This design comes from an exercise in tuning for small area and a short achievable clock period on the open sky130 flow, not from production work.
RTL that was checked went through simulation tests only; none was proved equivalent to the original.
No functional check of the RTL was part of runs 2 to 9.
Power and IR drop assume default switching activity.

[design/flow/flow/run.sh]
#!/bin/bash
# Standard ORFS layout with three changes: ports are buffered with a plain
# buf_1 instead of the delay cell buffer_ports picks; adders are left as plain
# gates for ABC (no half/full adder cell extraction), so ABC can build a fast
# carry tree; and the clock tree uses clkbuf_8 leaves over larger clusters,
# without dummy loads.
set -euo pipefail
bash standard.sh finish \
    "BUFFER_PORTS_ARGS=-buffer_cell sky130_fd_sc_hd__buf_1" \
    ADDER_MAP_FILE= \
    "CTS_ARGS=-sink_clustering_enable -repair_clock_nets -dont_use_dummy_load -buf_list sky130_fd_sc_hd__clkbuf_8 -sink_clustering_size 16 -sink_clustering_max_diameter 60" \
    > standard_flow.log 2>&1
[design/flow/standard.sh]
#!/bin/bash
# synth_recipe.tcl (not shown) runs the flow's synth.tcl, then flattens the netlist and writes it again
# the make line also repeats each setting of config.mk as NAME=value (left out here)
make -C /OpenROAD-flow-scripts/flow DESIGN_CONFIG=/design/flow/config.mk WORK_HOME=/design/flow/orfs CLKGATE_MAP_FILE= SYNTH_SCRIPT=/design/flow/synth_recipe.tcl "${@:-finish}"
[design/flow/config.mk]
export PLATFORM = sky130hd
export DESIGN_NAME = add_jump_cpu
export DESIGN_NICKNAME = add_jump_cpu
export VERILOG_FILES = /design/flow/design.v
export SDC_FILE = /design/flow/constraint.sdc
export NUM_CORES = 4
export LEC_CHECK = 0
export CAP_MARGIN = 20
export CORE_MARGIN = 2
export CORE_UTILIZATION = 60
export SETUP_SLACK_MARGIN = 2.3
export SLEW_MARGIN = 20
export SYNTH_HIERARCHICAL = 1
[design/flow/constraint.sdc]
create_clock -name core_clock -period 5.5 [get_ports {clk}]
set_input_delay 1.1000 -clock core_clock [delete_from_list [all_inputs] [get_ports {clk}]]
set_output_delay 1.1000 -clock core_clock [all_outputs]
set_load 0.01 [all_outputs]
[design/flow/design.v]
module adder_nbits (
    input  [15:0] a,
    input  [15:0] b,
    output [15:0] s
);
    wire [15:0] x;
    wire [15:0] g0n, t0n, g1, t1, g2n, t2n, g3, t3, g4n;
    genvar i;
    generate
        for (i = 0; i < 16; i = i + 1) begin : bits
            aj_pg u_pg (.a(a[i]), .b(b[i]), .gn(g0n[i]), .tn(t0n[i]), .x(x[i]));
            if (i >= 1) begin : l1
                aj_oai_gt u (.gh_n(g0n[i]), .th_n(t0n[i]), .gl_n(g0n[i-1]), .tl_n(t0n[i-1]),
                             .g(g1[i]), .t(t1[i]));
            end else begin : l1p
                aj_inv u (.a(g0n[i]), .y(g1[i]));
                assign t1[i] = 1'b0;
            end
            if (i >= 3) begin : l2
                aj_aoi_gt u (.gh(g1[i]), .th(t1[i]), .gl(g1[i-2]), .tl(t1[i-2]),
                             .g_n(g2n[i]), .t_n(t2n[i]));
            end else if (i >= 2) begin : l2g
                aj_aoi_g u (.gh(g1[i]), .th(t1[i]), .gl(g1[i-2]), .g_n(g2n[i]));
                assign t2n[i] = 1'b1;
            end else begin : l2p
                aj_inv u (.a(g1[i]), .y(g2n[i]));
                assign t2n[i] = 1'b1;
            end
            if (i >= 7) begin : l3
                aj_oai_gt u (.gh_n(g2n[i]), .th_n(t2n[i]), .gl_n(g2n[i-4]), .tl_n(t2n[i-4]),
                             .g(g3[i]), .t(t3[i]));
            end else if (i >= 4) begin : l3g
                aj_oai_g u (.gh_n(g2n[i]), .th_n(t2n[i]), .gl_n(g2n[i-4]), .g(g3[i]));
                assign t3[i] = 1'b0;
            end else begin : l3p
                aj_inv u (.a(g2n[i]), .y(g3[i]));
                assign t3[i] = 1'b0;
            end
            if (i >= 8 && i < 15) begin : l4g
                aj_aoi_g u (.gh(g3[i]), .th(t3[i]), .gl(g3[i-8]), .g_n(g4n[i]));
            end else if (i < 8) begin : l4p
                aj_inv u (.a(g3[i]), .y(g4n[i]));
            end else begin : l4x
                assign g4n[i] = 1'b1;
            end
            if (i == 0) begin : s0
                assign s[i] = x[i];
            end else begin : sn
                aj_xnor u (.a(x[i]), .b(g4n[i-1]), .y(s[i]));
            end
        end
    endgenerate
endmodule
module aj_pg (input a, input b, output gn, output tn, output x);
    assign gn = ~(a & b);
    assign tn = ~(a | b);
    assign x  = a ^ b;
endmodule
module aj_oai_gt (input gh_n, input th_n, input gl_n, input tl_n, output g, output t);
    assign g = ~(gh_n & (th_n | gl_n));
    assign t = ~(th_n | tl_n);
endmodule
module aj_oai_g (input gh_n, input th_n, input gl_n, output g);
    assign g = ~(gh_n & (th_n | gl_n));
endmodule
module aj_aoi_gt (input gh, input th, input gl, input tl, output g_n, output t_n);
    assign g_n = ~(gh | (th & gl));
    assign t_n = ~(th & tl);
endmodule
module aj_aoi_g (input gh, input th, input gl, output g_n);
    assign g_n = ~(gh | (th & gl));
endmodule
module aj_inv (input a, output y);
    assign y = ~a;
endmodule
module aj_xnor (input a, input b, output y);
    assign y = ~(a ^ b);
endmodule
module aj_ao4 (
    input  [3:0] s,
    input  [3:0] d,
    output       y
);
    assign y = |(s & d);
endmodule
module aj_ao16 (
    input  [15:0] s,
    input  [15:0] d,
    output        y
);
    assign y = |(s & d);
endmodule
module add_jump_cpu (
    input               clk,
    input               rst,
    input        [15:0] value,
    input        [1:0]  dest,
    input        [1:0]  src,
    input               add,
    input               jump,
    input               prog,
    input               advance,
    output   [3:0]  pc,
    output   [15:0] o_b,
    output   [15:0] o_r0,
    output   [15:0] o_r1,
    output   [15:0] o_r2,
    output   [15:0] o_r3,
    output   [31:0] w2_dbg,
    output          asm_store_clk_dbg
);
    reg  [3:0]  pc_r;
    reg  [15:0] r0, r1, r2, r3;
    reg  [20:0] mem [0:15];
    reg  [20:0] ir;
    wire        store = prog & (add | jump);
    wire [20:0] asm_inst = {jump, src, dest, value};
    assign w2_dbg = {5'b0, {3{jump}}, 2'b0, src, 2'b0, dest, value};
    assign asm_store_clk_dbg = store;
    wire [20:0] cur = prog ? asm_inst : ir;
    wire        c_jump = cur[20];
    wire [1:0]  c_rd   = cur[17:16];
    wire [15:0] c_imm  = cur[15:0];
    wire [1:0] c_rs = prog ? src : ir[19:18];
    wire [3:0] rsel = {c_rs == 2'd3, c_rs == 2'd2, c_rs == 2'd1, c_rs == 2'd0};
    wire [15:0] b;
    genvar j;
    generate
        for (j = 0; j < 16; j = j + 1) begin : rd_b
            aj_ao4 u (.s(rsel), .d({r3[j], r2[j], r1[j], r0[j]}), .y(b[j]));
        end
    endgenerate
    wire [15:0] result;
    adder_nbits u_add (
        .a (b),
        .b (c_imm & {16{~c_jump}}),
        .s (result)
    );
    always @(posedge clk) begin
        if (rst) begin
            r0 <= 16'h0; r1 <= 16'h0; r2 <= 16'h0; r3 <= 16'h0;
        end else if (advance) begin
            case (c_rd)
                2'd0: r0 <= result;
                2'd1: r1 <= result;
                2'd2: r2 <= result;
                default: r3 <= result;
            endcase
        end
    end
    wire [3:0] pc_next = rst     ? 4'h0 :
                         advance ? (c_jump ? c_imm[3:0] : pc_r + 4'h1) :
                                   pc_r;
    always @(posedge clk)
        pc_r <= pc_next;
    wire [15:0] oh_pc  = 16'h1 << pc_r;
    wire [15:0] oh_pc1 = {oh_pc[14:0], oh_pc[15]};
    wire [15:0] oh_jmp = 16'h1 << c_imm[3:0];
    wire [15:0] oh_next = rst     ? 16'h1 :
                          advance ? (c_jump ? oh_jmp : oh_pc1) :
                                    oh_pc;
    genvar w;
    generate
        for (w = 0; w < 16; w = w + 1) begin : word
            always @(posedge clk)
                if (store && oh_pc[w])
                    mem[w] <= asm_inst;
        end
    endgenerate
    wire        hit = store && (pc_next == pc_r);
    wire [20:0] mem_next;
    genvar k;
    generate
        for (k = 0; k < 21; k = k + 1) begin : rd_ir
            aj_ao16 u (.s(oh_next),
                       .d({mem[15][k], mem[14][k], mem[13][k], mem[12][k],
                           mem[11][k], mem[10][k], mem[9][k],  mem[8][k],
                           mem[7][k],  mem[6][k],  mem[5][k],  mem[4][k],
                           mem[3][k],  mem[2][k],  mem[1][k],  mem[0][k]}),
                       .y(mem_next[k]));
        end
    endgenerate
    always @(posedge clk)
        ir <= hit ? asm_inst : mem_next;
    assign pc   = pc_r;
    assign o_b  = b;
    assign o_r0 = r0;
    assign o_r1 = r1;
    assign o_r2 = r2;
    assign o_r3 = r3;
endmodule
==> reports/results.ini, run 1 <==
[floorplan]
die_h_um=178.0
start_util=0.6110
io_pins=143
fp-row-count=63
core-area_mm2=0.02972
die_x_um=178.0
dieArea_mm2=0.03167

[routing]
ant_nets=0
num_vias=11960
drtIter0Drc=1254
viasPerCell=6.435
wl_um=48860
routed_wire_length_per_instance_um=26.30
drc=0
firstDrtPassIters=5

[grt]
grt_first_pass_wirelength_um=71000
first_global_vias=11410
antenna_found_initial=0
grt_max_degree=63
grtUsageTotal=0.3087
grt.overflow.total=0

[critical_path]
worstSetupPathType=input port to output port
path_max_fanout=8
rrSetupSlack_ps=2410
critical_path_required_ps=4400
arrival_ps=2340
critPathLaunchType=input port
endpoint_kind=output port

[yosys]
avgSynthCellArea_um2=14.54
yosysWarnings=8
synth_area_mm2=0.01816
synthCells=1249

[timing]
setup_tns_ps=0
tightest_slew_ps=1107
finalCritPeriodShare=0.6259
hold_violations=0
whs_ps=547.0
max_freq_ghz=0.2905
finClkSkew_ps=95.77
drv_slew=0
setup_viol=0
worst_slew_margin_rel=0.2605
period_needed_ps=3443
rsz0062_at_grt=true

[power_and_ir_drop]
leakage_uw=0.007673
power_uw=6241
irDropWorstVdd_v=0.0002564
powerDensity_mw_per_mm2=291.0

[final_layout]
nNetsFinal=1496
area_growth_pct=18.13
drive_gt1_frac=0.3283
antennaDiodeCount=0

[placed_design]
placement.io_buffers=133
gp_congestion=0.8889
hpwl_um=27900

[job]
maxCapViolations=0

[clock_network]
h-tree-depth=2
cts_tree=yes
cts_buffer_depth=3
cts_buffers=34
clk_latency_ps=570
cts.sinks=425
cts_root_buf=clkbuf_8
clk_pin_slew_worst_paths_ps=50

[run_status]
status=finished clean

[min_path]
holdCritPathClass=flip-flop to flip-flop

## metrics by stage
step	cell area, um^2	setup WS [ps]	utilization	std cells
4_1_cts	21180	2078	0.7126	1851
6_report	21450	2057	0.7217	1858
5_1_grt	21450	2030	0.7217	1858
2_1_floorplan	18720	1833	-	1257
3_5_place_dp	19810	1065	0.6666	1766
3_3_place_gp	19790	1146	0.6661	1765
## critical path, stage by stage
cell and delay (ps):
buf_8 100, buf_6 110, buf_6 120, buf_6 110, o32ai_4 150, buf_6 150, buf_12 140, buf_6 100
a22oi_2 60, nand2_2 80, buf_6 100
## repair_timing
item | CTS | global route
hold buffers | 0 | 0
gates cloned | 6 | 0
setup endpoints to repair | 98 | 64
endpoints found under the hold margin | 0 | 0
setup buffers | 45 | 7
pin swaps | 30 | 27
resized for setup | 99 | 50
## layer usage
layer / share of wire / track usage / vias up
li1: - / - / 5324
met1: 0.40 / 0.4196 / 5975
met2: 0.48 / 0.5000 / 556
met3: 0.084 / 0.05848 / 102
met4: 0.036 / 0.1103 / 0
met5: 0 / 0 / -
## worst paths after layout
kind | from | to | cells after the start
max | src[0] | o_b[2] | 11
min | r1[5] | r1[5] | 2
max reg2reg | pc_r[0] | ir[14] | 10
min reg2reg | r1[5] | r1[5] | 2
## report_power, final
part / switching (uW) / total, uW / internal, uW
logic: 661 / 1100 / 443
registers: 82.5 / 3640 / 3560
clock network: 938 / 1500 / 557
total: 1680 / 6240 / 4560
## final cells by class
| type | count | area (um^2) |
|---|---|---|
| fill | 1932 | 8269 |
| clock buffer | 34 | 467.9 |
| multi-input combinational | 739 | 6764 |
| timing repair buffer | 247 | 1757 |
| inverter | 23 | 96.34 |
| sequential | 425 | 11880 |
| tap | 390 | 488.0 |
## state kept, by name (all words and copies together), names as in the netlist
register,count
mem,336
r1,16
r0,16
r3,16
pc_r,4
ir,21
r2,16
## cells in the final DEF (no fill, tap or decap), types with 15 or more instances in the layout
master	n
dfxtp_1	86
a22o_1	86
nor3_4	16
a221oi_2	92
edfxtp_1	336
a21oi_2	19
o21ai_2	28
nand2_2	16
nand4_1	22
mux2i_1	79
nand2_1	44
a22oi_2	33
clkbuf_8	36
xor2_1	15
nor2_2	23
mux2_4	21
buf_6	36
buf_4	78
buf_1	110
nor2_1	128
==> run 2, diff against run 1 <==
--- a/design/flow/design.v
+++ b/design/flow/design.v
@@ -138,13 +138,10 @@
     );
+    wire [15:0] wdata = result & {16{~rst}};
+    wire [3:0]  r_en  = {4{rst}} |
+                        ({4{advance}} & {c_rd == 2'd3, c_rd == 2'd2, c_rd == 2'd1, c_rd == 2'd0});
     always @(posedge clk) begin
-        if (rst) begin
-            r0 <= 16'h0; r1 <= 16'h0; r2 <= 16'h0; r3 <= 16'h0;
-        end else if (advance) begin
-            case (c_rd)
-                2'd0: r0 <= result;
-                2'd1: r1 <= result;
-                2'd2: r2 <= result;
-                default: r3 <= result;
-            endcase
-        end
+        if (r_en[0]) r0 <= wdata;
+        if (r_en[1]) r1 <= wdata;
+        if (r_en[2]) r2 <= wdata;
+        if (r_en[3]) r3 <= wdata;
     end
--- a/design/flow/flow/run.sh
+++ b/design/flow/flow/run.sh
@@ -2,3 +2,3 @@
 # Standard ORFS layout with three changes: ports are buffered with a plain
-# buf_1 instead of the delay cell buffer_ports picks; adders are left as plain
+# buf_2 instead of the delay cell buffer_ports picks; adders are left as plain
 # gates for ABC (no half/full adder cell extraction), so ABC can build a fast
@@ -8,3 +8,3 @@
 bash standard.sh finish \
-    "BUFFER_PORTS_ARGS=-buffer_cell sky130_fd_sc_hd__buf_1" \
+    "BUFFER_PORTS_ARGS=-buffer_cell sky130_fd_sc_hd__buf_2" \
     ADDER_MAP_FILE= \
==> run 2 against run 1 <==
Compared with the run above:
- power increased by 18%
- clock skew decreased by 42 ps
- global-route usage decreased by 1.7 points
- register-to-register slack improved by 60 ps
- core utilization decreased by 0.91 points
- setup slack improved by 100 ps
- synthesized cell count decreased by 10%
- first-iteration DRC count decreased by 16%
- via count decreased by 6.5%
- non-clock buffer count decreased by 5
- combinational power increased by 74%
- critical path depth decreased by 3
==> reports/results.ini, run 2 <==
[run_status]
status=finished clean

[clock_network]
clk_pin_slew_worst_paths_ps=100
cts.sinks=425
h-tree-depth=2
cts_tree=yes
cts_buffer_depth=3
clk_latency_ps=550
cts_buffers=34
cts_hold_buf=0
cts_root_buf=clkbuf_8

[timing]
setup_tns_ps=0
hold_violations=0
period_needed_ps=3338
finClkSkew_ps=54.05
setup_viol=0
drv_slew=0
worst_slew_margin_rel=0.4000
whs_ps=579.9
rsz0062_at_grt=true
tightest_slew_ps=897.2
layout_setup_ws_ps=2162
finalCritPeriodShare=0.6070
max_freq_ghz=0.2995

[final_layout]
top_register=mem
reg.largest.list=mem (336), ir (21)
drive_gt1_frac=0.4123
largest_reg_flops=336
area_growth_pct=17.47
stdcell_count=1736
layout_commonest_cell=edfxtp_1
final_cell_mix=edfxtp_1 (400), buf_2 (112), a221oi_2 (90)
antennaDiodeCount=0
fin_area_mm2=0.02101
nNetsFinal=1374

[yosys]
synthCells=1119
avgSynthCellArea_um2=15.98
synth_area_mm2=0.01788
yosysWarnings=8

[critical_path]
max_stage_delay_ps=240
cpMostUsedCell=buf_12
endpoint_kind=output port
critical-path-top-delay-family=buffers and inverters
worstSetupPathType=input port to output port
cp_num_buf_inv=4
path_cells=buf_12, nand2b_4, buf_6, o22ai_4, buf_12, a22oi_2, nand2_2, buf_2
critPathLaunchType=input port
path_max_fanout=8
critical_path_required_ps=4400
arrival_ps=2240
critPathSlowestCell=o22ai_4

[power_and_ir_drop]
netSwitchingFraction=0.2880
combPwrFrac=0.260
p_sw_uw=2115
powerDensity_mw_per_mm2=349.6
seq_power_share=0.540
power.share.clock=0.200
p_int_uw=5230
irDropWorstVdd_v=0.0002373
leakage_uw=0.007340

[routing]
firstDrtPassIters=5
drtIter0Drc=1055
wl_um=46350
ant_nets=0
viasPerCell=6.442
drc=0
routed_wire_length_per_instance_um=26.70
num_vias=11180

[grt]
grt_max_degree=32
antenna_found_initial=0
grtUsageTotal=0.2920
first_global_vias=10510
grt_first_pass_wirelength_um=66160
grt.overflow.total=0

[min_path]
holdCritPathClass=flip-flop to flip-flop

[placed_design]
placement.io_buffers=133
post_dp_cell_area_mm2=0.01941
gp_congestion=0.8682
hpwl_um=26040
dp.cells=1630
dp_slack_ps=1294

[floorplan]
core-area_mm2=0.02948
start_util=0.6067
io_pins=143
dieArea_mm2=0.03121
fp-row-count=63
die_x_um=176.7
die_h_um=176.7

[job]
maxCapViolations=0

run 2: layout make-up:
type                    instances  area, um^2
fillers                      1951        8472
flip-flops and latches        425       12510
multi-input cells             623        5617
well taps                     390       488.0
clock buffers                  34       467.9
inverters                      22       86.33
repair buffers                242        1838
run 2: path summary, 6_finish.rpt:
| check | from | slack, ps | cells past startpoint | end |
|---|---|---|---|---|
| worst max register to register | pc_r[3] | 2470 | 9 | ir[12] |
| worst min register to register | mem[10][11] | 580 | 3 | ir[11] |
| worst min-delay path | mem[10][11] | 580 | 3 | ir[11] |
| worst max-delay path | src[1] | 2160 | 8 | o_b[15] |
run 2: metrics by stage:
stage | power (uW) | util
4_1_cts | 7260 | 0.7017
5_1_grt | 7640 | 0.7126
3_5_place_dp | 5553 | 0.6586
3_3_place_gp | 5532 | 0.6586
2_1_floorplan | 5047 | -
6_report | 7345 | 0.7126
run 2: what timing repair did:
action / 4_1_cts / 5_1_grt
setup endpoints to repair: 98 / 66
gates cloned: 3 / 3
setup buffers: 50 / 16
resized for setup: 64 / 32
pin swaps: 27 / 17
run 2: routing by layer:
layer,GRT usage,part of all wire,vias to the layer above
li1,-,-,4942
met4,0.07748,0.023,0
met2,0.4717,0.48,527
met3,0.04317,0.082,72
met1,0.4213,0.41,5643
met5,0,0,-
run 2: power groups by stage:
stage	sequential (uW)	combinational (uW)	clock (uW)
after floorplan	4070	981	0
final	3960	1910	1470
after CTS	3950	1810	1510
after detailed placement	4010	1540	0
after global routing	3990	2040	1610
after global placement	4010	1530	0
run 2: worst reg2reg max path, stage by stage (launching register included):
cell and delay, ps:
dfxtp_1 300, buf_4 270, nand2b_1 430, or2_2 260
o21ai_1 90, a31oi_2 530, nor2_4 250, a221oi_2 440
nand4_1 130, mux2_4 260
==> run 3, diff against run 2 <==
--- a/design/flow/design.v
+++ b/design/flow/design.v
@@ -85,2 +85,5 @@
 endmodule
+module aj_or4 (input [3:0] a, output y);
+    assign y = |a;
+endmodule
 module aj_ao16 (
@@ -90,3 +93,10 @@
 );
-    assign y = |(s & d);
+    wire [3:0] q;
+    genvar i;
+    generate
+        for (i = 0; i < 4; i = i + 1) begin : quad
+            aj_ao4 u (.s(s[4*i+3:4*i]), .d(d[4*i+3:4*i]), .y(q[i]));
+        end
+    endgenerate
+    aj_or4 u_o (.a(q), .y(y));
 endmodule
==> run 3 against run 2 <==
Compared with the run above:
- still clean
- sequential share of layout area rose by 0.43 points
- wire length rose by 1.0%
- cell area fell by 0.71%
- core utilization rose by 1.4 points
- critical path depth rose by 1
- non-clock buffer count fell by 11
- register-to-register slack got worse by 90 ps
- sequential power barely moved
- synthesized cell count rose by 7.5%
==> reports/results.ini, run 3 <==
[run_status]
status=finished clean

[floorplan]
start_util=0.6094
dieArea_mm2=0.03053
die_h_um=174.7
io_pins=143
core-area_mm2=0.02870
fp-row-count=62
die_x_um=174.7

[critical_path]
endpoint_kind=output port
path_max_fanout=7
r2r_end=ir[19]
max_stage_delay_ps=230
worstSetupPathType=input port to output port
critical_path_required_ps=4400
critPathSlowestCell=o22ai_4
critPathLaunchType=input port
path_cells=buf_16, buf_12, nand2b_4, o22ai_4, buf_12, buf_16, a22oi_2, nand2_2, buf_6
rrSetupSlack_ps=2380
r2r_cells=8
arrival_ps=2280
regToRegStartpoint=pc_r[1]

[timing]
layout_setup_ws_ps=2119
setup_tns_ps=0
whs_ps=504.1
setup_viol=0
hold_violations=0
finClkSkew_ps=40.84
worst_slew_margin_rel=0.3777
period_needed_ps=3381
finalCritPeriodShare=0.6148
drv_slew=0
rsz0062_at_grt=true
tightest_slew_ps=931.3
max_freq_ghz=0.2957

[min_path]
hold_start=pc_r[2]
min_to=pc_r[2]
whs_path_depth=2
holdCritPathClass=flip-flop to flip-flop

[routing]
num_vias=11470
routed_wire_length_per_instance_um=25.93
wl_um=46830
viasPerCell=6.350
ant_nets=0
drtIter0Drc=1115
firstDrtPassIters=5
drc=0

[final_layout]
final_cell_mix=edfxtp_1 (400), a22oi_1 (181), buf_2 (116)
antennaDiodeCount=0
area_growth_pct=19.26
top_register=mem
reg.largest.list=mem (336), ir (21)
fin_util=0.7268
drive_gt1_frac=0.3481
nNetsFinal=1450
largest_reg_flops=336
layout_commonest_cell=edfxtp_1

[grt]
grt_first_pass_wirelength_um=68400
antenna_found_initial=0
grt_max_degree=32
grtUsageTotal=0.3013
first_global_vias=11130
grt.overflow.total=0

[clock_network]
cts.sinks=425
cts_buffers=31
cts_hold_buf=0
cts_root_buf=clkbuf_8
cts_tree=yes
clk_latency_ps=620
cts_buffer_depth=3
h-tree-depth=1
clk_pin_slew_worst_paths_ps=90

[power_and_ir_drop]
leakage_uw=0.007449
irDropWorstVdd_v=0.0002346
powerDensity_mw_per_mm2=349.4

[placed_design]
gp_congestion=0.8957
placement.io_buffers=133
dp_slack_ps=996.6
hpwl_um=26470

[yosys]
synthCells=1203
synth_area_mm2=0.01749
avgSynthCellArea_um2=14.54
yosysWarnings=8

[job]
maxCapViolations=0

run 3: critical path: cells and delay by family:
kind,cells,cell delay (ps)
buf+inv,5,640
compound gates,2,290
simple gates,2,240
run 3: per-stage QoR:
stage / instances / power, uW / cell area (um^2)
after CTS: 1794 / 7172 / 20480
after floorplan: 1211 / 5052 / 17960
final: 1806 / 7289 / 20860
after global placement: 1703 / 5540 / 19080
after global routing: 1806 / 7562 / 20860
after detailed placement: 1705 / 5562 / 19110
run 3: cell type report:
| class | count | area, um^2 |
|---|---|---|
| Clock buffer | 31 | 426.7 |
| Fill cell | 1844 | 7843 |
| Inverter | 22 | 86.33 |
| Multi-Input combinational cell | 713 | 5628 |
| Sequential cell | 425 | 12510 |
| Tap cell | 384 | 480.5 |
| Timing Repair Buffer | 231 | 1725 |
run 3: per-layer routing:
layer / GRT usage / part of all wire / up-vias / wire length, um
met5: 0 / 0 / - / 0
met4: 0.1233 / 0.047 / 0 / 2222
met3: 0.04265 / 0.082 / 121 / 3861
met2: 0.5077 / 0.48 / 595 / 22710
met1: 0.3984 / 0.39 / 5666 / 18040
li1: - / - / 5087 / -
run 3: how the worst max path moves through the flow:
stage	from	end	slack, ps
4_1_cts	prog	o_b[15]	2140
2_1_floorplan	prog	mem[10][0]	1840
5_1_grt	prog	o_b[15]	2050
3_3_place_gp	prog	ir[19]	1070
3_5_place_dp	prog	ir[19]	1000
6_report	prog	o_b[6]	2120
run 3: where the power goes:
part / leakage [uW] / internal [uW] / switching (uW)
clock network: 0.000223 / 501 / 896
registers: 0.00390 / 3830 / 130
logic: 0.00332 / 824 / 1110
total: 0.00745 / 5150 / 2140
run 3: what timing repair did:
item / 4_1_cts / 5_1_grt
resized for setup: 73 / 62
pin swaps: 33 / 22
setup buffers: 51 / 9
setup endpoints to repair: 98 / 93
cloned: 7 / 3
==> run 4, diff against run 3 <==
--- a/design/flow/design.v
+++ b/design/flow/design.v
@@ -85,5 +85,2 @@
 endmodule
-module aj_or4 (input [3:0] a, output y);
-    assign y = |a;
-endmodule
 module aj_ao16 (
@@ -93,10 +90,53 @@
 );
-    wire [3:0] q;
-    genvar i;
-    generate
-        for (i = 0; i < 4; i = i + 1) begin : quad
-            aj_ao4 u (.s(s[4*i+3:4*i]), .d(d[4*i+3:4*i]), .y(q[i]));
-        end
-    endgenerate
-    aj_or4 u_o (.a(q), .y(y));
+    assign y = |(s & d);
+endmodule
+module aj_ob5 (
+    input  [3:0] s,
+    input  [3:0] d,
+    input        np,
+    input        bi,
+    output       y
+);
+    assign y = |(s & d) | (np & bi);
+endmodule
+module aj_srcdec (
+    input        prog,
+    input  [1:0] src,
+    output [3:0] s,
+    output       np
+);
+    assign s  = {4{prog}} & {src == 2'd3, src == 2'd2, src == 2'd1, src == 2'd0};
+    assign np = ~prog;
+endmodule
+module aj_pcctl (
+    input  rst,
+    input  advance,
+    input  prog,
+    input  jump,
+    input  ir_jump,
+    output j,
+    output q,
+    output h
+);
+    wire cj = prog ? jump : ir_jump;
+    assign j = ~rst & advance & cj;
+    assign q = ~rst & advance & ~cj;
+    assign h = ~rst & ~advance;
+endmodule
+module aj_ohn (
+    input  j, a,
+    input  q, b,
+    input  h, c,
+    output y
+);
+    assign y = (j & a) | (q & b) | (h & c);
+endmodule
+module aj_ohn0 (
+    input  j, a,
+    input  q, b,
+    input  h, c,
+    input  z,
+    output y
+);
+    assign y = (j & a) | (q & b) | (h & c) | z;
 endmodule
@@ -133,5 +173,10 @@
     wire [15:0] c_imm  = cur[15:0];
-    wire [1:0] c_rs = prog ? src : ir[19:18];
-    wire [3:0] rsel = {c_rs == 2'd3, c_rs == 2'd2, c_rs == 2'd1, c_rs == 2'd0};
+    wire [3:0]  irsel = {ir[19:18] == 2'd3, ir[19:18] == 2'd2,
+                         ir[19:18] == 2'd1, ir[19:18] == 2'd0};
+    wire [15:0] b_ir;
     wire [15:0] b;
+    wire [3:0]  ssel_lo, ssel_hi;
+    wire        np_lo, np_hi;
+    aj_srcdec u_sdec_lo (.prog(prog), .src(src), .s(ssel_lo), .np(np_lo));
+    aj_srcdec u_sdec_hi (.prog(prog), .src(src), .s(ssel_hi), .np(np_hi));
     genvar j;
@@ -139,3 +184,5 @@
         for (j = 0; j < 16; j = j + 1) begin : rd_b
-            aj_ao4 u (.s(rsel), .d({r3[j], r2[j], r1[j], r0[j]}), .y(b[j]));
+            aj_ao4 u_ir (.s(irsel), .d({r3[j], r2[j], r1[j], r0[j]}), .y(b_ir[j]));
+            aj_ob5 u_b  (.s(j < 8 ? ssel_lo : ssel_hi), .d({r3[j], r2[j], r1[j], r0[j]}),
+                         .np(j < 8 ? np_lo : np_hi), .bi(b_ir[j]), .y(b[j]));
         end
@@ -148,10 +195,13 @@
     );
-    wire [15:0] wdata = result & {16{~rst}};
-    wire [3:0]  r_en  = {4{rst}} |
-                        ({4{advance}} & {c_rd == 2'd3, c_rd == 2'd2, c_rd == 2'd1, c_rd == 2'd0});
     always @(posedge clk) begin
-        if (r_en[0]) r0 <= wdata;
-        if (r_en[1]) r1 <= wdata;
-        if (r_en[2]) r2 <= wdata;
-        if (r_en[3]) r3 <= wdata;
+        if (rst) begin
+            r0 <= 16'h0; r1 <= 16'h0; r2 <= 16'h0; r3 <= 16'h0;
+        end else if (advance) begin
+            case (c_rd)
+                2'd0: r0 <= result;
+                2'd1: r1 <= result;
+                2'd2: r2 <= result;
+                default: r3 <= result;
+            endcase
+        end
     end
@@ -165,5 +215,15 @@
     wire [15:0] oh_jmp = 16'h1 << c_imm[3:0];
-    wire [15:0] oh_next = rst     ? 16'h1 :
-                          advance ? (c_jump ? oh_jmp : oh_pc1) :
-                                    oh_pc;
+    wire        nx_j, nx_q, nx_h;
+    wire [15:0] oh_next;
+    aj_pcctl u_pcctl (.rst(rst), .advance(advance), .prog(prog), .jump(jump),
+                      .ir_jump(ir[20]), .j(nx_j), .q(nx_q), .h(nx_h));
+    aj_ohn0 u_nxt0 (.j(nx_j), .a(oh_jmp[0]), .q(nx_q), .b(oh_pc1[0]),
+                    .h(nx_h), .c(oh_pc[0]), .z(rst), .y(oh_next[0]));
+    genvar n;
+    generate
+        for (n = 1; n < 16; n = n + 1) begin : nxt
+            aj_ohn u (.j(nx_j), .a(oh_jmp[n]), .q(nx_q), .b(oh_pc1[n]),
+                      .h(nx_h), .c(oh_pc[n]), .y(oh_next[n]));
+        end
+    endgenerate
     genvar w;
==> run 4 against run 3 <==
Compared with the run above:
- register-to-register slack better by 160 ps
- count of clock-buffer cells in the layout unchanged
- wire length up 6.6%
- combinational power down 36%
- hold slack better by 53 ps
- sequential power down 6.6%
- clock skew up 16 ps
- synthesized cell count up 7.1%
- cell count up 3.5%
- core utilization down 4.0 points
==> reports/results.ini, run 4 <==
[final_layout]
top_register=mem
nFillCells=2164
layout_commonest_cell=edfxtp_1
area_growth_pct=13.25
reg.largest.list=mem (336), ir (21)
antennaDiodeCount=0
final_cell_mix=edfxtp_1 (336), nor2_1 (138), buf_2 (128)
fin_util=0.6865
drive_gt1_frac=0.3338
nNetsFinal=1502
largest_reg_flops=336

[power_and_ir_drop]
power_uw=6357
leakage_uw=0.008041
powerDensity_mw_per_mm2=303.5
irDropWorstVdd_v=0.0002552

[yosys]
avgSynthCellArea_um2=14.35
yosysWarnings=8
synthCells=1289
synth_area_mm2=0.01850

[critical_path]
endpoint_kind=output port
regToRegStartpoint=ir[19]
critical_path_required_ps=4400
crit_path_start=prog
r2r_end=r3[13]
path_max_fanout=7
worstSetupPathType=input port to output port
critPathLaunchType=input port
arrival_ps=2260
r2r_cells=16
rrSetupSlack_ps=2540

[job]
maxCapViolations=0

[min_path]
holdCritPathClass=flip-flop to flip-flop
hold_start=r1[12]
whs_path_depth=2
min_to=r1[12]

[clock_network]
cts_root_buf=clkbuf_8
cts.sinks=425
cts_tree=yes
cts_buffer_depth=3
cts_buffers=31
h-tree-depth=1
clk_pin_slew_worst_paths_ps=90
clk_latency_ps=640

[grt]
antenna_found_initial=0
grt_first_pass_wirelength_um=72420
grt_max_degree=70
first_global_vias=11520
grtUsageTotal=0.2976
grt.overflow.total=0

[routing]
firstDrtPassIters=7
wl_um=49930
drtIter0Drc=1514
num_vias=12310
routed_wire_length_per_instance_um=26.70
viasPerCell=6.580
ant_nets=0
drc=0

[timing]
tightest_slew_ps=1080
worst_slew_margin_rel=0.2784
setup_viol=0
period_needed_ps=3358
finClkSkew_ps=56.39
drv_slew=0
setup_tns_ps=0
finalCritPeriodShare=0.6105
whs_ps=557.0
hold_violations=0
rsz0062_at_grt=true
max_freq_ghz=0.2978

[placed_design]
gp_congestion=0.9091
placement.io_buffers=133
hpwl_um=28610

[floorplan]
die_h_um=179.6
die_x_um=179.6
core-area_mm2=0.03051
io_pins=143
start_util=0.6062
fp-row-count=64
dieArea_mm2=0.03225

[run_status]
status=finished clean

-- run 4: cell count changes in the layout (fill, tap and decap cells not counted), moves of 26 or more --
cell / before / now
a22oi_1: 181 / 32
a22o_1: 0 / 84
nor2_1: 55 / 138
a221oi_2: 4 / 84
edfxtp_1: 400 / 336
dfxtp_1: 24 / 87
mux2i_1: 16 / 76
nand2_1: 113 / 76
a222oi_1: 0 / 31
nand2_2: 29 / 3
-- run 4: layout make-up --
type | count | area [um^2] | share of cell area
clock buffers | 31 | 426.7 | 0.02037
inverters | 35 | 286.5 | 0.01368
multi-input cells | 778 | 6500 | 0.3103
flip-flops and latches | 425 | 11880 | 0.5671
well taps | 396 | 495.5 | 0.02366
repair buffers | 203 | 1344 | 0.06416
repair inverters | 2 | 13.76 | 0.0006571
-- run 4: what timing repair did --
| action | 4_1_cts | 5_1_grt |
|---|---|---|
| pin swaps | 27 | 41 |
| gates resized for setup | 40 | 92 |
| setup endpoints to repair | 94 | 77 |
| hold buffers | 0 | 0 |
| gates cloned | 2 | 4 |
| buffers inserted | 32 | 7 |
-- run 4: through the flow --
step | setup WS [ps] | area (um^2) | std cells
2_1_floorplan | 2114 | 18630 | 1297
3_3_place_gp | 1182 | 19620 | 1794
3_5_place_dp | 1170 | 19620 | 1794
4_1_cts | 2187 | 20500 | 1859
5_1_grt | 2089 | 20950 | 1870
6_report | 2142 | 20950 | 1870
-- run 4: critical path, stage by stage --
cell and delay (ps):
buf_16 120, buf_12 130, nor3b_4 150, buf_6 130, a222oi_1 350, nand2_1 120, buf_2 160
-- run 4: worst max-delay path by stage --
stage | end | slack [ps] | depth (start not counted)
4_1_cts | o_b[15] | 2190 | 7
3_3_place_gp | r3[14] | 1180 | 13
5_1_grt | o_b[9] | 2090 | 7
3_5_place_dp | r3[14] | 1170 | 13
2_1_floorplan | ir[0] | 2110 | 12
6_report | o_b[10] | 2140 | 7
-- run 4: power by group --
part	total, uW	switching, uW	internal [uW]	leakage, uW
Clock	1420	920	501	0.000223
Combinational	1240	743	494	0.00406
Sequential	3700	108	3590	0.00376
Total	6360	1770	4590	0.00804
-- run 4: layer usage --
| layer | track usage | part of all wire | wire length, um | vias up |
|---|---|---|---|---|
| li1 | - | - | - | 5429 |
| met1 | 0.4155 | 0.41 | 20600 | 6166 |
| met2 | 0.4825 | 0.48 | 23820 | 606 |
| met3 | 0.05045 | 0.079 | 3940 | 104 |
| met4 | 0.09268 | 0.031 | 1561 | 0 |
| met5 | 0 | 0 | 0 | - |
==> run 5, diff against run 4 <==
--- a/design/flow/design.v
+++ b/design/flow/design.v
@@ -92,2 +92,14 @@
 endmodule
+module aj_aoi22 (input a0, input b0, input a1, input b1, output y);
+    assign y = ~((a0 & b0) | (a1 & b1));
+endmodule
+module aj_aoi221 (input a0, input b0, input a1, input b1, input c, output y);
+    assign y = ~((a0 & b0) | (a1 & b1) | c);
+endmodule
+module aj_nand2 (input a, input b, output y);
+    assign y = ~(a & b);
+endmodule
+module aj_and2 (input a, input b, output y);
+    assign y = a & b;
+endmodule
 module aj_ob5 (
@@ -99,3 +111,7 @@
 );
-    assign y = |(s & d) | (np & bi);
+    wire x0, x1, nb;
+    aj_and2   u_nb (.a(np), .b(bi), .y(nb));
+    aj_aoi22  u_x0 (.a0(s[0]), .b0(d[0]), .a1(s[1]), .b1(d[1]), .y(x0));
+    aj_aoi221 u_x1 (.a0(s[2]), .b0(d[2]), .a1(s[3]), .b1(d[3]), .c(nb), .y(x1));
+    aj_nand2  u_y  (.a(x0), .b(x1), .y(y));
 endmodule
==> run 5 against run 4 <==
Compared with the run above:
- sequential share of layout area fell by 0.65 points
- first-iteration DRC count fell by 20%
- register-to-register slack got worse by 40 ps
- synthesized cell count rose by 1.2%
- power rose by 1.0%
- sequential power barely moved
- largest cell class unchanged
- largest power group unchanged
- highest routed layer unchanged
==> reports/results.ini, run 5 <==
[placed_design]
dp_slack_ps=1237
placement.io_buffers=133
gp_congestion=1.003
hpwl_um=29970
post_dp_cell_area_mm2=0.01994
dp.cells=1814

[final_layout]
stdcell_count=1881
largest_reg_flops=336
reg.largest.list=mem (336), ir (21)
drive_gt1_frac=0.3481
fin_area_mm2=0.02118
area_growth_pct=12.92
final_cell_mix=edfxtp_1 (336), nor2_1 (136), buf_2 (120)
layout_commonest_cell=edfxtp_1
nNetsFinal=1513
top_register=mem
nFillCells=2174
antennaDiodeCount=0

[floorplan]
die_h_um=180.8
core-area_mm2=0.03067
io_pins=143
fp-row-count=64
dieArea_mm2=0.03269
start_util=0.6115
die_x_um=180.8

[critical_path]
crit_path_start=prog
critPathLaunchType=input port
arrival_ps=2230
critical_path_required_ps=4400
critPathSlowestCell=and2_4
path_cells=buf_16, buf_12, clkinvlp_4, and2_4, a221oi_2, nand2_1, buf_2
regToRegStartpoint=ir[19]
max_stage_delay_ps=240
worstSetupPathType=input port to output port
endpoint_kind=output port
r2r_cells=16
endpoint=o_b[8]
path_max_fanout=8
r2r_end=r0[13]
rrSetupSlack_ps=2500

[clock_network]
clk_latency_ps=580
cts_root_buf=clkbuf_8
cts_tree=yes
clk_pin_slew_worst_paths_ps=70
cts_buffer_depth=3
h-tree-depth=2
cts_hold_buf=0
cts.sinks=425
cts_buffers=35

[routing]
ant_nets=0
wl_um=49510
drc=0
num_vias=12350
firstDrtPassIters=5
viasPerCell=6.565
routed_wire_length_per_instance_um=26.32
drtIter0Drc=1210

[grt]
grt_first_pass_wirelength_um=72970
first_global_vias=11660
grt.overflow.total=0
antenna_found_initial=0
grtUsageTotal=0.2974
grt_max_degree=60

[timing]
finClkSkew_ps=96.83
drv_slew=0
rsz0062_at_grt=true
max_freq_ghz=0.3003
hold_violations=0
finalCritPeriodShare=0.6055
tightest_slew_ps=1101
setup_tns_ps=0
layout_setup_ws_ps=2170
worst_slew_margin_rel=0.2641
setup_viol=0
period_needed_ps=3330

[power_and_ir_drop]
irDropWorstVdd_v=0.0002563
leakage_uw=0.008089
powerDensity_mw_per_mm2=303.2

[yosys]
synth_area_mm2=0.01876
synthCells=1305
yosysWarnings=8
avgSynthCellArea_um2=14.37

[run_status]
status=finished clean

[job]
maxCapViolations=0

[min_path]
holdCritPathClass=flip-flop to flip-flop

==> run 5: layout make-up <==
| cell class | instances | area, um^2 | share of cell area |
|---|---|---|---|
| inverter | 35 | 289.0 | 0.01365 |
| timing repair buffer | 196 | 1319 | 0.06227 |
| tap | 396 | 495.5 | 0.02339 |
| multi-input combinational | 794 | 6720 | 0.3173 |
| sequential | 425 | 11870 | 0.5606 |
| clock buffer | 35 | 481.7 | 0.02274 |
==> run 5: per-stage QoR <==
| step | hold WS, ps | utilization | power [uW] |
|---|---|---|---|
| 2_1_floorplan | 571.0 | - | 4512 |
| 3_3_place_gp | 546.1 | 0.6496 | 4853 |
| 3_5_place_dp | 553.8 | 0.6501 | 4873 |
| 4_1_cts | 567.4 | 0.6783 | 6386 |
| 5_1_grt | 589.6 | 0.6906 | 6643 |
| 6_report | 568.9 | 0.6906 | 6422 |
==> run 5: worst min-delay path by stage <==
stage | start | end | slack [ps] | cells after the start
6_report | r3[10] | r3[10] | 570 | 2
5_1_grt | r1[3] | r1[3] | 590 | 2
4_1_cts | r3[14] | r3[14] | 570 | 2
3_5_place_dp | r3[14] | r3[14] | 550 | 2
3_3_place_gp | r2[8] | r2[8] | 550 | 2
2_1_floorplan | r1[10] | r1[10] | 570 | 2
==> run 5: worst max-delay path: cells and delay by family <==
kind / cells / cell delay (ps)
buffers and inverters: 4 / 600
and+or+nand+nor: 2 / 340
AOI/OAI and AO/OA: 1 / 180
==> run 5: per-layer routing <==
metal	up-vias	GRT usage	part of all wire
li1	5457	-	-
met1	6196	0.4072	0.40
met2	573	0.4900	0.49
met3	122	0.03830	0.072
met4	0	0.1116	0.037
met5	-	0	0
==> run 5: what timing repair did <==
item | in CTS | in global routing
resized for setup | 57 | 70
cloned | 0 | 1
pin swaps | 28 | 31
setup buffers | 23 | 8
setup endpoints to repair | 98 | 75
==> run 5: power by group <==
| group | switching (uW) | internal [uW] |
|---|---|---|
| combinational | 732 | 484 |
| clock | 938 | 573 |
| sequential | 103 | 3590 |
==> run 6, diff against run 5 <==
--- a/design/flow/design.v
+++ b/design/flow/design.v
@@ -85,2 +85,12 @@
 endmodule
+module aj_ao8 (
+    input  [7:0] s,
+    input  [7:0] d,
+    output       y
+);
+    assign y = |(s & d);
+endmodule
+module aj_or2 (input a, input b, output y);
+    assign y = a | b;
+endmodule
 module aj_ao16 (
@@ -90,3 +100,6 @@
 );
-    assign y = |(s & d);
+    wire lo, hi;
+    aj_ao8 u_lo (.s(s[7:0]),  .d(d[7:0]),  .y(lo));
+    aj_ao8 u_hi (.s(s[15:8]), .d(d[15:8]), .y(hi));
+    aj_or2 u_y  (.a(lo), .b(hi), .y(y));
 endmodule
@@ -141,2 +154,8 @@
 endmodule
+module aj_nand3 (input a, input b, input c, output y);
+    assign y = ~(a & b & c);
+endmodule
+module aj_nand4 (input a, input b, input c, input d, output y);
+    assign y = ~(a & b & c & d);
+endmodule
 module aj_ohn (
@@ -147,3 +166,7 @@
 );
-    assign y = (j & a) | (q & b) | (h & c);
+    wire x0, x1, x2;
+    aj_nand2 u0 (.a(j), .b(a), .y(x0));
+    aj_nand2 u1 (.a(q), .b(b), .y(x1));
+    aj_nand2 u2 (.a(h), .b(c), .y(x2));
+    aj_nand3 u3 (.a(x0), .b(x1), .c(x2), .y(y));
 endmodule
@@ -156,3 +179,8 @@
 );
-    assign y = (j & a) | (q & b) | (h & c) | z;
+    wire x0, x1, x2, zn;
+    aj_nand2 u0 (.a(j), .b(a), .y(x0));
+    aj_nand2 u1 (.a(q), .b(b), .y(x1));
+    aj_nand2 u2 (.a(h), .b(c), .y(x2));
+    aj_nand2 u3 (.a(z), .b(z), .y(zn));
+    aj_nand4 u4 (.a(x0), .b(x1), .c(x2), .d(zn), .y(y));
 endmodule
==> run 6 against run 5 <==
Compared with the run above:
- still clean
- first-iteration DRC count grew 5.7%
- cell count grew 4.2%
- die area shrank 2.2%
- power grew 1.7%
- via count grew 2.4%
- register-to-register slack lost 50 ps
- clock power is essentially flat
- hold slack lost 1.4 ps
- cell area shrank 0.93%
- critical path type is now input port to flip-flop
- critical endpoint is now ir[2]
==> reports/results.ini, run 6 <==
[critical_path]
arrival_ps=3740
worstSetupPathType=input port to flip-flop
critPathLaunchType=input port
r2r_end=r2[13]
rrSetupSlack_ps=2450
endpoint_kind=flip-flop
r2r_cells=17
critical_path_required_ps=5930
regToRegStartpoint=ir[19]
endpoint=ir[2]
crit_path_start=prog
path_max_fanout=21

[routing]
wl_um=50530
drc=0
drtIter0Drc=1279
num_vias=12650
firstDrtPassIters=5
viasPerCell=6.453
routed_wire_length_per_instance_um=25.78
ant_nets=0

[grt]
grt.overflow.total=0
grtUsageTotal=0.3147
grt_first_pass_wirelength_um=73760
first_global_vias=11940
grt_max_degree=74
antenna_found_initial=0

[final_layout]
final_cell_mix=edfxtp_1 (336), a22oi_1 (196), nor2_1 (128)
nFillCells=2096
nNetsFinal=1597
layout_commonest_cell=edfxtp_1
reg.largest.list=mem (336), ir (21)
area_growth_pct=14.50
top_register=mem
fin_area_mm2=0.02098
largest_reg_flops=336
drive_gt1_frac=0.2919

[placed_design]
placement.io_buffers=133
post_dp_cell_area_mm2=0.01948
gp_congestion=0.9371
hpwl_um=29880
dp_slack_ps=956.9

[timing]
layout_setup_ws_ps=2190
finClkSkew_ps=93.03
rsz0062_at_grt=true
hold_violations=0
whs_ps=567.6
setup_viol=0
setup_tns_ps=0
worst_slew_margin_rel=0.2386
drv_slew=0
tightest_slew_ps=1139
max_freq_ghz=0.3021
period_needed_ps=3310
finalCritPeriodShare=0.6019

[job]
maxCapViolations=0

[floorplan]
io_pins=143
start_util=0.6134
fp-row-count=63
die_x_um=178.8
die_h_um=178.8
core-area_mm2=0.02987
dieArea_mm2=0.03196

[power_and_ir_drop]
netSwitchingFraction=0.2829
irDropWorstVdd_v=0.0002594
power.share.clock=0.232
p_sw_uw=1848
power_uw=6533
p_int_uw=4685
seq_power_share=0.568
combPwrFrac=0.200
leakage_uw=0.007871
powerDensity_mw_per_mm2=311.4

[clock_network]
cts_hold_buf=0
cts.sinks=425
clk_latency_ps=590
h-tree-depth=2
cts_tree=yes
cts_root_buf=clkbuf_8
clk_pin_slew_worst_paths_ps=80
cts_buffer_depth=3
cts_buffers=35

[run_status]
status=finished clean

[min_path]
holdCritPathClass=flip-flop to flip-flop

[yosys]
avgSynthCellArea_um2=13.29
yosysWarnings=8
synth_area_mm2=0.01833
synthCells=1379

[run 6: repair_timing]
action | 4_1_cts | 5_1_grt
buffers inserted | 24 | 13
pin swaps | 33 | 21
cloned | 3 | 2
resized for setup | 79 | 56
setup endpoints to repair | 98 | 82
[run 6: layout make-up]
cell class / count / area (um^2) / area share
inverter: 20 / 78.83 / 0.003757
tap: 390 / 488.0 / 0.02326
sequential: 425 / 11880 / 0.5659
timing repair buffer: 203 / 1429 / 0.06810
multi-input combinational: 886 / 6628 / 0.3159
antenna: 1 / 2.502 / 0.0001193
clock buffer: 35 / 481.7 / 0.02296
[run 6: power groups by stage]
stage                     clock, uW  sequential, uW  combinational (uW)
after floorplan                   0            3750                 765
after global placement            0            3770                1110
after detailed placement          0            3770                1120
after CTS                      1540            3700                1220
after global routing           1630            3730                1400
final                          1510            3710                1310
[run 6: per-stage QoR]
stage	instances	utilization
2_1_floorplan	1387	-
3_3_place_gp	1881	0.6522
3_5_place_dp	1881	0.6522
4_1_cts	1943	0.6895
5_1_grt	1959	0.7023
6_report	1960	0.7024
[run 6: worst min path at each step]
stage                      start     end  cells past startpoint
after floorplan           r1[10]  r1[10]                      2
final                     r2[10]  r2[10]                      2
after detailed placement  r2[10]  r2[10]                      2
after global routing      r0[11]  r0[11]                      2
after global placement     r2[7]   r2[7]                      2
after CTS                 r3[14]  r3[14]                      2
[run 6: metal layers]
| metal | vias to the layer above | wire [um] | GRT usage |
|---|---|---|---|
| met5 | - | 0 | 0 |
| met4 | 0 | 1301 | 0.08537 |
| met3 | 96 | 4564 | 0.05577 |
| met2 | 632 | 23810 | 0.5039 |
| met1 | 6295 | 20860 | 0.4480 |
| li1 | 5624 | - | - |
[run 6: critical path, cell delays in order]
cell     delay (ps)
buf_16          100
buf_4           260
mux2i_1         140
and3b_1         400
nand2_1         210
nand3_4         340
a22oi_1         310
nand4_1         270
or2_1           310
mux2_4          270
==> run 7, diff against run 6 <==
--- a/design/flow/design.v
+++ b/design/flow/design.v
@@ -117,2 +117,8 @@
 endmodule
+module aj_nor2 (input a, input b, output y);
+    assign y = ~(a | b);
+endmodule
+module aj_inv1 (input a, output y);
+    assign y = ~a;
+endmodule
 module aj_ob5 (
@@ -120,4 +126,4 @@
     input  [3:0] d,
-    input        np,
-    input        bi,
+    input        p,
+    input        bin,
     output       y
@@ -125,3 +131,3 @@
     wire x0, x1, nb;
-    aj_and2   u_nb (.a(np), .b(bi), .y(nb));
+    aj_nor2   u_nb (.a(p), .b(bin), .y(nb));
     aj_aoi22  u_x0 (.a0(s[0]), .b0(d[0]), .a1(s[1]), .b1(d[1]), .y(x0));
@@ -133,7 +139,5 @@
     input  [1:0] src,
-    output [3:0] s,
-    output       np
+    output [3:0] s
 );
-    assign s  = {4{prog}} & {src == 2'd3, src == 2'd2, src == 2'd1, src == 2'd0};
-    assign np = ~prog;
+    assign s = {4{prog}} & {src == 2'd3, src == 2'd2, src == 2'd1, src == 2'd0};
 endmodule
@@ -222,5 +226,5 @@
     wire [3:0]  ssel_lo, ssel_hi;
-    wire        np_lo, np_hi;
-    aj_srcdec u_sdec_lo (.prog(prog), .src(src), .s(ssel_lo), .np(np_lo));
-    aj_srcdec u_sdec_hi (.prog(prog), .src(src), .s(ssel_hi), .np(np_hi));
+    wire [15:0] b_irn;
+    aj_srcdec u_sdec_lo (.prog(prog), .src(src), .s(ssel_lo));
+    aj_srcdec u_sdec_hi (.prog(prog), .src(src), .s(ssel_hi));
     genvar j;
@@ -229,4 +233,5 @@
             aj_ao4 u_ir (.s(irsel), .d({r3[j], r2[j], r1[j], r0[j]}), .y(b_ir[j]));
+            aj_inv1 u_irn (.a(b_ir[j]), .y(b_irn[j]));
             aj_ob5 u_b  (.s(j < 8 ? ssel_lo : ssel_hi), .d({r3[j], r2[j], r1[j], r0[j]}),
-                         .np(j < 8 ? np_lo : np_hi), .bi(b_ir[j]), .y(b[j]));
+                         .p(prog), .bin(b_irn[j]), .y(b[j]));
         end
==> run 7 against run 6 <==
Compared with the run above:
- critical path depth decreased by 3
- combinational power decreased by 5%
- count of clock-buffer cells in the layout increased by 3
- sequential share of layout area is 0.19 points higher
- largest cell class unchanged
- highest routed layer unchanged
==> reports/results.ini, run 7 <==
[run_status]
status=finished clean

[routing]
ant_nets=0
drtIter0Drc=1264
firstDrtPassIters=7
viasPerCell=6.391
num_vias=12650
wl_um=49980
drc=0
routed_wire_length_per_instance_um=25.26

[critical_path]
critical-path-top-delay-family=buffers and inverters
regToRegStartpoint=pc_r[2]
arrival_ps=2280
critPathLaunchType=input port
crit_path_start=prog
max_stage_delay_ps=310
cp_num_buf_inv=4
path_cells=buf_12, buf_12, buf_12, and3b_4, a221oi_2, nand2_2, buf_6
critical_path_required_ps=4400
cpMostUsedCell=buf_12
path_max_fanout=8
endpoint_kind=output port
worstSetupPathType=input port to output port
critPathSlowestCell=a221oi_2

[clock_network]
cts_buffer_depth=3
cts_root_buf=clkbuf_8
cts_hold_buf=0
cts_tree=yes
h-tree-depth=2
cts_buffers=38
cts.sinks=425
clk_pin_slew_worst_paths_ps=60
clk_latency_ps=580

[timing]
setup_tns_ps=0
period_needed_ps=3379
tightest_slew_ps=1160
hold_violations=0
setup_viol=0
worst_slew_margin_rel=0.2248
finalCritPeriodShare=0.6144
finClkSkew_ps=72.06
rsz0062_at_grt=true
drv_slew=0
max_freq_ghz=0.2959

[power_and_ir_drop]
power.share.clock=0.243
irDropWorstVdd_v=0.0002763
p_sw_uw=1841
leakage_uw=0.007848
power_uw=6554
seq_power_share=0.566
powerDensity_mw_per_mm2=313.5
combPwrFrac=0.191
netSwitchingFraction=0.2809
p_int_uw=4713

[min_path]
holdCritPathClass=flip-flop to flip-flop
hold_start=r1[13]

[grt]
grt.overflow.total=0
first_global_vias=11730
grt_max_degree=71
grtUsageTotal=0.3112
antenna_found_initial=0
grt_first_pass_wirelength_um=73080

[final_layout]
antennaDiodeCount=0
reg.largest.list=mem (336), ir (21)
layout_commonest_cell=edfxtp_1
nNetsFinal=1611
final_cell_mix=edfxtp_1 (336), a22oi_1 (202), nor2_1 (158)
largest_reg_flops=336
area_growth_pct=14.02
drive_gt1_frac=0.2716
top_register=mem

[floorplan]
die_h_um=178.8
fp-row-count=64
core-area_mm2=0.03035
dieArea_mm2=0.03198
start_util=0.6042
die_x_um=178.8
io_pins=143

[placed_design]
gp_congestion=0.9192
placement.io_buffers=133
hpwl_um=31630

[job]
maxCapViolations=0

[yosys]
avgSynthCellArea_um2=13.16
synthCells=1393
yosysWarnings=8
synth_area_mm2=0.01834

run 7: final timing paths:
path / end / depth (start not counted) / slack [ps]
max: o_b[9] / 7 / 2120
min: r1[13] / 2 / 570
max reg2reg: ir[3] / 9 / 2520
min reg2reg: r1[13] / 2 / 570
run 7: layer usage:
layer,up-vias,GRT usage,routed length [um]
met5,-,0,0
met4,0,0.09587,1499
met3,98,0.05492,4367
met2,630,0.4821,22920
met1,6282,0.4521,21200
li1,5637,-,-
run 7: stage by stage:
step	setup WS, ps	utilization	cell area, um^2	cells	hold slack (ps)
after floorplan	2123	-	18490	1401	571.0
after global placement	1168	0.6466	19630	1907	547.9
after detailed placement	1118	0.6466	19630	1907	553.1
after CTS	2078	0.6814	20680	1973	564.2
after global routing	2089	0.6889	20910	1979	585.6
final	2121	0.6889	20910	1979	566.4
run 7: final cells by class:
class | count | area, um^2
flip-flops and latches | 425 | 11870
multi-input cells | 882 | 6385
fillers | 2209 | 9442
repair buffers | 204 | 1504
inverters | 34 | 127.6
clock buffers | 38 | 523.0
well taps | 396 | 495.5
run 7: timing repair:
item                                    CTS  global route
hold endpoints to repair                  0             0
resized for setup                        61            38
pin swaps                                19            14
endpoints found under the setup margin   98            77
setup buffers                            27             6
gates cloned                              1             0
run 7: worst register-to-register path: stages (launching register included):
cell      delay, ps
dfxtp_1         640
nand2b_1        410
nor2_1          130
nand2_1         150
nand3_4         240
buf_4           280
a22oi_1         250
nand4_1         220
or2_1           280
mux2_4          260
run 7: power groups by stage:
stage / logic, uW / registers [uW] / clock network (uW)
6_report: 1250 / 3710 / 1590
2_1_floorplan: 769 / 3750 / 0
3_5_place_dp: 1130 / 3770 / 0
4_1_cts: 1210 / 3710 / 1610
5_1_grt: 1340 / 3720 / 1720
3_3_place_gp: 1110 / 3770 / 0
==> run 8, diff against run 7 <==
--- a/design/flow/flow/run.sh
+++ b/design/flow/flow/run.sh
@@ -9,3 +9,3 @@
     "BUFFER_PORTS_ARGS=-buffer_cell sky130_fd_sc_hd__buf_2" \
-    ADDER_MAP_FILE= \
+    ADDER_MAP_FILE= MATCH_CELL_FOOTPRINT=0 \
     "CTS_ARGS=-sink_clustering_enable -repair_clock_nets -dont_use_dummy_load -buf_list sky130_fd_sc_hd__clkbuf_8 -sink_clustering_size 16 -sink_clustering_max_diameter 60" \
==> run 8 against run 7 <==
Compared with the run above:
- still clean on timing, DRC and antenna
- power hardly changed
- setup slack better by 43 ps
- first-iteration DRC count is 4.3% lower
- core utilization hardly changed
- synthesized cell count stayed put
- sequential cell count stayed put
==> reports/results.ini, run 8 <==
[run_status]
status=finished clean

[clock_network]
cts_buffers=35
cts_buffer_depth=3
cts_root_buf=clkbuf_8
clk_latency_ps=570
clk_pin_slew_worst_paths_ps=80
cts_hold_buf=0
cts.sinks=425
h-tree-depth=2
cts_tree=yes

[floorplan]
die_h_um=178.8
core-area_mm2=0.03035
fp-row-count=64
dieArea_mm2=0.03198
die_x_um=178.8
start_util=0.6042
io_pins=143

[final_layout]
layout_commonest_cell=edfxtp_1
nNetsFinal=1611
top_register=mem
area_growth_pct=14.10
largest_reg_flops=336
final_cell_mix=edfxtp_1 (336), a22oi_1 (201), nor2_1 (149)
fin_util=0.6894
nFillCells=2184
drive_gt1_frac=0.2761
reg.largest.list=mem (336), ir (21)
antennaDiodeCount=0

[routing]
num_vias=12670
drtIter0Drc=1210
routed_wire_length_per_instance_um=25.79
firstDrtPassIters=6
viasPerCell=6.404
drc=0
ant_nets=0
wl_um=51030

[timing]
tightest_slew_ps=1140
worst_slew_margin_rel=0.2384
drv_slew=0
period_needed_ps=3336
finClkSkew_ps=76.62
max_freq_ghz=0.2998
setup_viol=0
rsz0062_at_grt=true
hold_violations=0
layout_setup_ws_ps=2164
setup_tns_ps=0
finalCritPeriodShare=0.6065

[critical_path]
critical_path_required_ps=4400
worstSetupPathType=input port to output port
arrival_ps=2240
endpoint_kind=output port
critPathLaunchType=input port
regToRegStartpoint=ir[19]
r2r_cells=17
rrSetupSlack_ps=2510
r2r_end=r2[9]
path_max_fanout=8
crit_path_start=prog
endpoint=o_b[7]

[yosys]
avgSynthCellArea_um2=13.16
synthCells=1393
synth_area_mm2=0.01834
yosysWarnings=8

[min_path]
holdCritPathClass=flip-flop to flip-flop
hold_start=r1[14]

[placed_design]
hpwl_um=30330
dp_slack_ps=1020
gp_congestion=0.9180
placement.io_buffers=133

[job]
maxCapViolations=0

[power_and_ir_drop]
irDropWorstVdd_v=0.0002357
leakage_uw=0.007828
powerDensity_mw_per_mm2=313.0

[grt]
grtUsageTotal=0.3153
grt.overflow.total=0
first_global_vias=12120
grt_first_pass_wirelength_um=74280
grt_max_degree=65
antenna_found_initial=1

==> run 8: cell types whose count changed in the layout (fill, tap and decap cells not counted), moves of 3 or more <==
cell	before	now
a221oi_2	13	10
clkbuf_8	38	35
nand3_4	11	7
nand3_1	8	11
nor2_1	158	149
buf_12	12	9
buf_4	56	59
a221oi_4	3	6
nor2_2	18	26
==> run 8: worst min path at each step <==
stage | endpoint | slack, ps | cells past startpoint
2_1_floorplan | r1[10] | 570 | 2
3_3_place_gp | r1[14] | 550 | 2
3_5_place_dp | r1[9] | 560 | 2
4_1_cts | r3[11] | 570 | 2
5_1_grt | r1[8] | 600 | 2
6_report | r1[14] | 570 | 2
==> run 8: power breakdown <==
group | leakage [uW] | switching (uW) | internal, uW
registers | 0.00376 | 105 | 3600
logic | 0.00382 | 797 | 514
clock network | 0.000252 | 962 | 573
total | 0.00783 | 1860 | 4680
==> run 8: metrics by stage <==
step	hold slack (ps)	std cells	power (uW)	cell area, um^2
floorplan	571.0	1401	4517	18490
global placement	545.9	1903	4889	19510
detailed placement	558.3	1903	4908	19510
CTS	571.2	1973	6495	20680
global route	595.2	1979	6776	20920
finish	572.5	1979	6548	20920
==> run 8: cell type report <==
class	count	area, um^2	area share
sequential	425	11880	0.5676
multi-input combinational	883	6425	0.3071
timing repair buffer	206	1516	0.07248
tap	396	495.5	0.02368
clock buffer	35	481.7	0.02302
inverter	34	127.6	0.006100
==> run 8: timing repair <==
item                       CTS  global route
resized for setup           75            42
buffers inserted            33             4
pin swaps                   33            17
gates cloned                 2             2
setup endpoints to repair   98            78
==> run 8: critical path, stage by stage <==
cell and delay [ps]:
buf_16 120, buf_12 120, and3b_2 290, a221oi_2 310, nand2_1 140, buf_6 150
==> run 8: layer usage <==
layer,track usage,up-vias,share of wire
met5,0,-,0.00014
met4,0.1060,2,0.031
met3,0.04538,101,0.080
met2,0.5000,619,0.47
met1,0.4504,6313,0.41
li1,-,5639,-
==> run 9, diff against run 8 <==
--- a/design/flow/design.v
+++ b/design/flow/design.v
@@ -264,8 +264,13 @@
     wire [15:0] oh_jmp = 16'h1 << c_imm[3:0];
-    wire        nx_j, nx_q, nx_h;
+    wire [3:0]  nx_j, nx_q, nx_h;
     wire [15:0] oh_next;
-    aj_pcctl u_pcctl (.rst(rst), .advance(advance), .prog(prog), .jump(jump),
-                      .ir_jump(ir[20]), .j(nx_j), .q(nx_q), .h(nx_h));
-    aj_ohn0 u_nxt0 (.j(nx_j), .a(oh_jmp[0]), .q(nx_q), .b(oh_pc1[0]),
-                    .h(nx_h), .c(oh_pc[0]), .z(rst), .y(oh_next[0]));
+    genvar c;
+    generate
+        for (c = 0; c < 4; c = c + 1) begin : nctl
+            aj_pcctl u (.rst(rst), .advance(advance), .prog(prog), .jump(jump),
+                        .ir_jump(ir[20]), .j(nx_j[c]), .q(nx_q[c]), .h(nx_h[c]));
+        end
+    endgenerate
+    aj_ohn0 u_nxt0 (.j(nx_j[0]), .a(oh_jmp[0]), .q(nx_q[0]), .b(oh_pc1[0]),
+                    .h(nx_h[0]), .c(oh_pc[0]), .z(rst), .y(oh_next[0]));
     genvar n;
@@ -273,4 +278,4 @@
         for (n = 1; n < 16; n = n + 1) begin : nxt
-            aj_ohn u (.j(nx_j), .a(oh_jmp[n]), .q(nx_q), .b(oh_pc1[n]),
-                      .h(nx_h), .c(oh_pc[n]), .y(oh_next[n]));
+            aj_ohn u (.j(nx_j[n/4]), .a(oh_jmp[n]), .q(nx_q[n/4]), .b(oh_pc1[n]),
+                      .h(nx_h[n/4]), .c(oh_pc[n]), .y(oh_next[n]));
         end
--- a/design/flow/flow/run.sh
+++ b/design/flow/flow/run.sh
@@ -9,3 +9,3 @@
     "BUFFER_PORTS_ARGS=-buffer_cell sky130_fd_sc_hd__buf_2" \
-    ADDER_MAP_FILE= MATCH_CELL_FOOTPRINT=0 \
+    ADDER_MAP_FILE= \
     "CTS_ARGS=-sink_clustering_enable -repair_clock_nets -dont_use_dummy_load -buf_list sky130_fd_sc_hd__clkbuf_8 -sink_clustering_size 16 -sink_clustering_max_diameter 60" \
==> run 9 against run 8 <==
Compared with the run above:
- synthesized area grew 0.49%
- power up 1.1%
- cell count grew 1.4%
- setup slack worse by 34 ps
- largest power group unchanged
- register-to-register slack better by 50 ps
- combinational power increased by 5%
- via count up 2.9%
- largest cell class unchanged
- hold slack got worse by 7.5 ps
==> reports/results.ini, run 9 <==
[run_status]
status=finished clean

[final_layout]
stdcell_count=2007
area_growth_pct=15.26
seq_area_mm2=0.01187
multiInputGateArea_mm2=0.006601
layout_commonest_cell=edfxtp_1
fin_util=0.6980
drive_gt1_frac=0.2893
antennaDiodeCount=0
reg.largest.list=mem (336), ir (21)
fin_area_mm2=0.02124
nFillCells=2145
final_cell_mix=edfxtp_1 (336), a22oi_1 (202), nor2_1 (148)
largest_reg_flops=336
top_register=mem
nNetsFinal=1639

[critical_path]
max_stage_delay_ps=260
critPathSlowestCell=a221oi_2
path_cells=buf_12, buf_12, buf_16, and3_4, a221oi_2, nand2_1, buf_6
r2r_cells=8
rrSetupSlack_ps=2560
cpMostUsedCell=buf_12
endpoint_kind=output port
regToRegStartpoint=pc_r[1]
critical-path-top-delay-family=buffers and inverters
worstSetupPathType=input port to output port
critPathLaunchType=input port
critical_path_required_ps=4400
arrival_ps=2270
r2r_end=ir[15]
cp_num_buf_inv=4
path_max_fanout=8

[clock_network]
cts_root_buf=clkbuf_8
cts_buffer_depth=3
clk_latency_ps=580
cts_hold_buf=0
cts_buffers=36
h-tree-depth=2
clk_pin_slew_worst_paths_ps=70
cts_tree=yes
cts.sinks=425

[min_path]
holdCritPathClass=flip-flop to flip-flop
hold_start=r3[14]
min_to=r3[14]
whs_path_depth=2

[grt]
grt_max_degree=75
grt_first_pass_wirelength_um=76270
grtUsageTotal=0.3268
antenna_found_initial=0
first_global_vias=12190
grt.overflow.total=0

[routing]
dr_wl_met3_um=5068
drtIter0Drc=1509
firstDrtPassIters=5
top_layer=met4
wl_met1_um=21850
routed_wire_length_per_instance_um=26.93
wl_met2_um=25960
viasPerCell=6.497
drc=0
ant_nets=0
num_vias=13040
wl_um=54040

[placed_design]
post_dp_cell_area_mm2=0.01964
hpwl_um=32510
placement.io_buffers=133
gp_congestion=0.9175
dp.cells=1918

[timing]
drv_slew=0
worst_slew_margin_rel=0.4250
hold_violations=0
tightest_slew_ps=861.6
finalCritPeriodShare=0.6127
rsz0062_at_grt=true
setup_viol=0
setup_tns_ps=0
finClkSkew_ps=79.55
period_needed_ps=3370
max_freq_ghz=0.2968

[floorplan]
io_pins=143
dieArea_mm2=0.03213
fp-row-count=64
start_util=0.6056
die_x_um=179.3
core-area_mm2=0.03043
die_h_um=179.3

[power_and_ir_drop]
irDropWorstVdd_v=0.0002599
powerDensity_mw_per_mm2=311.8
combPwrFrac=0.206
power.share.clock=0.233
p_int_uw=4735
leakage_uw=0.008024
seq_power_share=0.560
netSwitchingFraction=0.2850
p_sw_uw=1888

[yosys]
synthCells=1405
synth_area_mm2=0.01843
yosysWarnings=8
avgSynthCellArea_um2=13.12

[job]
maxCapViolations=0

[run 9: final cells by class]
| type | instances | share of cell area |
|---|---|---|
| sequential | 425 | 0.5590 |
| multi-input combinational | 897 | 0.3108 |
| tap | 396 | 0.02333 |
| timing repair buffer | 219 | 0.07752 |
| clock buffer | 36 | 0.02333 |
| inverter | 34 | 0.006008 |
[run 9: what timing repair did]
item / 4_1_cts / 5_1_grt
pin swaps: 35 / 21
gates resized for setup: 84 / 46
gates cloned: 3 / 3
setup buffers: 33 / 14
setup endpoints to repair: 98 / 67
[run 9: power groups by stage]
stage	Combinational (uW)	Sequential, uW	Clock [uW]
after floorplan	775	3750	0
after global placement	1140	3770	0
after detailed placement	1150	3770	0
after CTS	1260	3700	1560
after global routing	1450	3720	1660
final	1370	3710	1550
[run 9: worst reg2reg max path: stages (launching register included)]
cell	delay (ps)
dfxtp_1	710
nand2b_1	380
nor2_1	110
nand2_1	310
nand3_2	370
a22oi_1	290
nand4_1	110
or2_1	240
mux2_4	260
[run 9: per-layer routing]
| metal | up-vias | track usage |
|---|---|---|
| met5 | - | 0 |
| met4 | 0 | 0.07527 |
| met3 | 80 | 0.04686 |
| met2 | 717 | 0.5353 |
| met1 | 6523 | 0.4660 |
| li1 | 5719 | - |
[run 9: through the flow]
stage | power (uW) | hold WS (ps) | setup WS, ps
6_report | 6623 | 565.0 | 2130
2_1_floorplan | 4526 | 571.0 | 2123
3_5_place_dp | 4927 | 551.2 | 954.4
4_1_cts | 6527 | 563.5 | 2154
5_1_grt | 6836 | 585.6 | 2108
3_3_place_gp | 4909 | 547.0 | 928.1
[run 9: how the worst max path moves through the flow]
| stage | start | to | slack (ps) | cells past startpoint |
|---|---|---|---|---|
| 4_1_cts | prog | o_b[5] | 2150 | 7 |
| 2_1_floorplan | prog | mem[11][0] | 2120 | 4 |
| 5_1_grt | prog | o_b[5] | 2110 | 7 |
| 3_5_place_dp | prog | r3[6] | 950 | 14 |
| 6_report | prog | o_b[3] | 2130 | 7 |
| 3_3_place_gp | prog | r2[6] | 930 | 14 |

Check on run 9: ideal ports give 2.130 ns setup slack; a clkbuf_16 on the clock port and buf_2 on the inputs give 2.082 ns; moving port delays by the midpoint clock arrival (0.588 ns) as well gives 1.764 ns.
